This design comes from an exercise in tuning for small area on the open sky130 flow, not from production work.

==> flow/design.v <==
`timescale 1ps / 1ps
module sqrt
#(
    parameter integer D_W = 32
)
(
    input  wire                clk,
    input  wire                rst,
    input  wire                enable,
    input  wire                in_valid,
    input  wire [D_W-1:0]      qin,
    output wire                out_valid,
    output wire [(D_W>>1)-1:0] qout
);
reg [3:0] v;
always @(posedge clk) begin
    if (rst) v <= 4'd0;
    else if (enable) v <= {v[2:0], in_valid};
end
assign out_valid = v[3];
wire [3:0] a0 = qin[31:28];
wire [4:0] u0_1 = {1'b0, a0} - 5'd1;
wire [4:0] u0_2 = {1'b0, a0} - 5'd4;
wire [4:0] u0_3 = {1'b0, a0} - 5'd9;
wire c0_1 = ~u0_1[4];
wire c0_2 = ~u0_2[4];
wire c0_3 = ~u0_3[4];
wire [1:0] d0 = {c0_2, c0_3 | (c0_1 & ~c0_2)};
wire [1:0] q2 = d0;
wire [2:0] r2 = c0_3 ? u0_3[2:0] : c0_2 ? u0_2[2:0] : c0_1 ? u0_1[2:0] : a0[2:0];
wire [6:0] a2 = {r2, qin[27:24]};
wire [7:0] u2_1 = {1'b0, a2} - {2'b00, q2, 3'b001};
wire [7:0] u2_2 = {1'b0, a2} - {1'b0, q2, 4'b0100};
wire [7:0] u2_3 = {1'b0, a2} - {1'b0, q2, 4'b1001} - {2'b00, q2, 3'b000};
wire c2_1 = ~u2_1[7];
wire c2_2 = ~u2_2[7];
wire c2_3 = ~u2_3[7];
wire [1:0] d2 = {c2_2, c2_3 | (c2_1 & ~c2_2)};
wire [3:0] q4 = {q2, d2};
wire [4:0] r4 = c2_3 ? u2_3[4:0] : c2_2 ? u2_2[4:0] : c2_1 ? u2_1[4:0] : a2[4:0];
wire [6:0] a4 = {r4, qin[23:22]};
wire [7:0] t4 = {1'b0, a4} - {2'b00, q4, 2'b01};
wire ge4 = ~t4[7];
wire [4:0] q5 = {q4, ge4};
wire [5:0] r5 = ge4 ? t4[5:0] : a4[5:0];
reg [4:0] q_s0;
reg [5:0] r_s0;
reg [21:0] x_s0;
always @(posedge clk) begin
    if (enable) begin
        q_s0 <= q5;
        r_s0 <= r5;
        x_s0 <= qin[21:0];
    end
end
wire [9:0] a5 = {r_s0, x_s0[21:18]};
wire [10:0] u5_1 = {1'b0, a5} - {2'b00, q_s0, 3'b001};
wire [10:0] u5_2 = {1'b0, a5} - {1'b0, q_s0, 4'b0100};
wire [10:0] u5_3 = {1'b0, a5} - {1'b0, q_s0, 4'b1001} - {2'b00, q_s0, 3'b000};
wire c5_1 = ~u5_1[10];
wire c5_2 = ~u5_2[10];
wire c5_3 = ~u5_3[10];
wire [1:0] d5 = {c5_2, c5_3 | (c5_1 & ~c5_2)};
wire [6:0] q7 = {q_s0, d5};
wire [7:0] r7 = c5_3 ? u5_3[7:0] : c5_2 ? u5_2[7:0] : c5_1 ? u5_1[7:0] : a5[7:0];
wire [9:0] a7 = {r7, x_s0[17:16]};
wire [10:0] t7 = {1'b0, a7} - {2'b00, q7, 2'b01};
wire ge7 = ~t7[10];
wire [7:0] q8 = {q7, ge7};
wire [8:0] r8 = ge7 ? t7[8:0] : a7[8:0];
reg [7:0] q_s1;
reg [8:0] r_s1;
reg [15:0] x_s1;
always @(posedge clk) begin
    if (enable) begin
        q_s1 <= q8;
        r_s1 <= r8;
        x_s1 <= x_s0[15:0];
    end
end
wire [12:0] a8 = {r_s1, x_s1[15:12]};
wire [13:0] u8_1 = {1'b0, a8} - {2'b00, q_s1, 3'b001};
wire [13:0] u8_2 = {1'b0, a8} - {1'b0, q_s1, 4'b0100};
wire [13:0] u8_3 = {1'b0, a8} - {1'b0, q_s1, 4'b1001} - {2'b00, q_s1, 3'b000};
wire c8_1 = ~u8_1[13];
wire c8_2 = ~u8_2[13];
wire c8_3 = ~u8_3[13];
wire [1:0] d8 = {c8_2, c8_3 | (c8_1 & ~c8_2)};
wire [9:0] q10 = {q_s1, d8};
wire [10:0] r10 = c8_3 ? u8_3[10:0] : c8_2 ? u8_2[10:0] : c8_1 ? u8_1[10:0] : a8[10:0];
wire [12:0] a10 = {r10, x_s1[11:10]};
wire [13:0] t10 = {1'b0, a10} - {2'b00, q10, 2'b01};
wire ge10 = ~t10[13];
wire [10:0] q11 = {q10, ge10};
wire [11:0] r11 = ge10 ? t10[11:0] : a10[11:0];
reg [10:0] q_s2;
reg [11:0] r_s2;
reg [9:0] x_s2;
always @(posedge clk) begin
    if (enable) begin
        q_s2 <= q11;
        r_s2 <= r11;
        x_s2 <= x_s1[9:0];
    end
end
wire [15:0] a11 = {r_s2, x_s2[9:6]};
wire [16:0] u11_1 = {1'b0, a11} - {2'b00, q_s2, 3'b001};
wire [16:0] u11_2 = {1'b0, a11} - {1'b0, q_s2, 4'b0100};
wire [16:0] u11_3 = {1'b0, a11} - {1'b0, q_s2, 4'b1001} - {2'b00, q_s2, 3'b000};
wire c11_1 = ~u11_1[16];
wire c11_2 = ~u11_2[16];
wire c11_3 = ~u11_3[16];
wire [1:0] d11 = {c11_2, c11_3 | (c11_1 & ~c11_2)};
wire [12:0] q13 = {q_s2, d11};
wire [13:0] r13 = c11_3 ? u11_3[13:0] : c11_2 ? u11_2[13:0] : c11_1 ? u11_1[13:0] : a11[13:0];
wire [15:0] a13 = {r13, x_s2[5:4]};
wire [16:0] t13 = {1'b0, a13} - {2'b00, q13, 2'b01};
wire ge13 = ~t13[16];
wire [13:0] q14 = {q13, ge13};
wire [14:0] r14 = ge13 ? t13[14:0] : a13[14:0];
reg [13:0] q_s3;
reg [14:0] r_s3;
reg [3:0] x_s3;
always @(posedge clk) begin
    if (enable) begin
        q_s3 <= q14;
        r_s3 <= r14;
        x_s3 <= x_s2[3:0];
    end
end
wire [18:0] a14 = {r_s3, x_s3[3:0]};
wire [19:0] u14_1 = {1'b0, a14} - {2'b00, q_s3, 3'b001};
wire [19:0] u14_2 = {1'b0, a14} - {1'b0, q_s3, 4'b0100};
wire [19:0] u14_3 = {1'b0, a14} - {1'b0, q_s3, 4'b1001} - {2'b00, q_s3, 3'b000};
wire c14_1 = ~u14_1[19];
wire c14_2 = ~u14_2[19];
wire c14_3 = ~u14_3[19];
wire [1:0] d14 = {c14_2, c14_3 | (c14_1 & ~c14_2)};
wire [15:0] q16 = {q_s3, d14};
assign qout = q16;
endmodule
export LEC_CHECK = 0
export CAP_MARGIN = 20
export CORE_MARGIN = 2
export CORE_UTILIZATION = 40
export SLEW_MARGIN = 20
create_clock -name core_clock -period 5.0 [get_ports {clk}]
run.sh (not shown) runs the stock make flow with config.mk's settings and CLKGATE_MAP_FILE= SYNTH_SCRIPT=/design/flow/synth_recipe.tcl, a recipe that flattens the netlist after the stock synthesis.
The baseline completed and failed the layout checks on negative setup slack.
Then changed:
--- a/flow/design.v
+++ b/flow/design.v
@@ -27,18 +27,18 @@
 wire c0_3 = ~u0_3[4];
 wire [1:0] d0 = {c0_2, c0_3 | (c0_1 & ~c0_2)};
 wire [1:0] q2 = d0;
 wire [2:0] r2 = c0_3 ? u0_3[2:0] : c0_2 ? u0_2[2:0] : c0_1 ? u0_1[2:0] : a0[2:0];
-wire [6:0] a2 = {r2, qin[27:24]};
-wire [7:0] u2_1 = {1'b0, a2} - {2'b00, q2, 3'b001};
-wire [7:0] u2_2 = {1'b0, a2} - {1'b0, q2, 4'b0100};
-wire [7:0] u2_3 = {1'b0, a2} - {1'b0, q2, 4'b1001} - {2'b00, q2, 3'b000};
-wire c2_1 = ~u2_1[7];
-wire c2_2 = ~u2_2[7];
-wire c2_3 = ~u2_3[7];
-wire [1:0] d2 = {c2_2, c2_3 | (c2_1 & ~c2_2)};
-wire [3:0] q4 = {q2, d2};
-wire [4:0] r4 = c2_3 ? u2_3[4:0] : c2_2 ? u2_2[4:0] : c2_1 ? u2_1[4:0] : a2[4:0];
+wire [4:0] a2 = {r2, qin[27:26]};
+wire [5:0] t2 = {1'b0, a2} - {2'b00, q2, 2'b01};
+wire ge2 = ~t2[5];
+wire [2:0] q3 = {q2, ge2};
+wire [3:0] r3 = ge2 ? t2[3:0] : a2[3:0];
+wire [5:0] a3 = {r3, qin[25:24]};
+wire [6:0] t3 = {1'b0, a3} - {2'b00, q3, 2'b01};
+wire ge3 = ~t3[6];
+wire [3:0] q4 = {q3, ge3};
+wire [4:0] r4 = ge3 ? t3[4:0] : a3[4:0];
 wire [6:0] a4 = {r4, qin[23:22]};
 wire [7:0] t4 = {1'b0, a4} - {2'b00, q4, 2'b01};
 wire ge4 = ~t4[7];
 wire [4:0] q5 = {q4, ge4};
The changed run finished but fails on negative setup slack.
Via count came out lower by 2.2%.
Sequential cell count does not change.
Global-route usage came out lower by 0.66 points.
Fmax came out lower by about 3%.
Worst setup slack gets worse by 0.15 ns.
Synthesized area came out lower by 3.2%.
Routed wire length came out lower by 5.2%.
Count of clock-buffer cells in the layout came out lower by 2.
Hold slack barely changes.
Design area came out lower by 0.70%.
Synthesized cell count came out lower by about 2.7%.
No run of this note included a check of the RTL's function; only the layout flow was run.

[re-timing with driven ports]
No port has a modelled driver above. Below, the same layouts with a new extraction and two added sets of constraints.
Step 1 sets driving cells, clkbuf_16 on the clock port and buf_2 on the other inputs (assumed; they add their load-dependent delay and slew).
Step 2 times the ports against the registers' clock, not the clock port: input delays grow and output delays shrink by t, the midpoint of the rising clock arrivals with the driver on.
a / b / c = ideal ports / drivers / drivers and shift; a / b = the first two.
run | t, ns | setup WS [ns] | worst setup path after step 2 | worst slew at a driven data input, ns
the first run | 0.466 | -0.113 / -0.113 / -0.113 | register to register | 0.04
the second run | 0.474 | -0.266 / -0.266 / -0.266 | register to register | 0.04
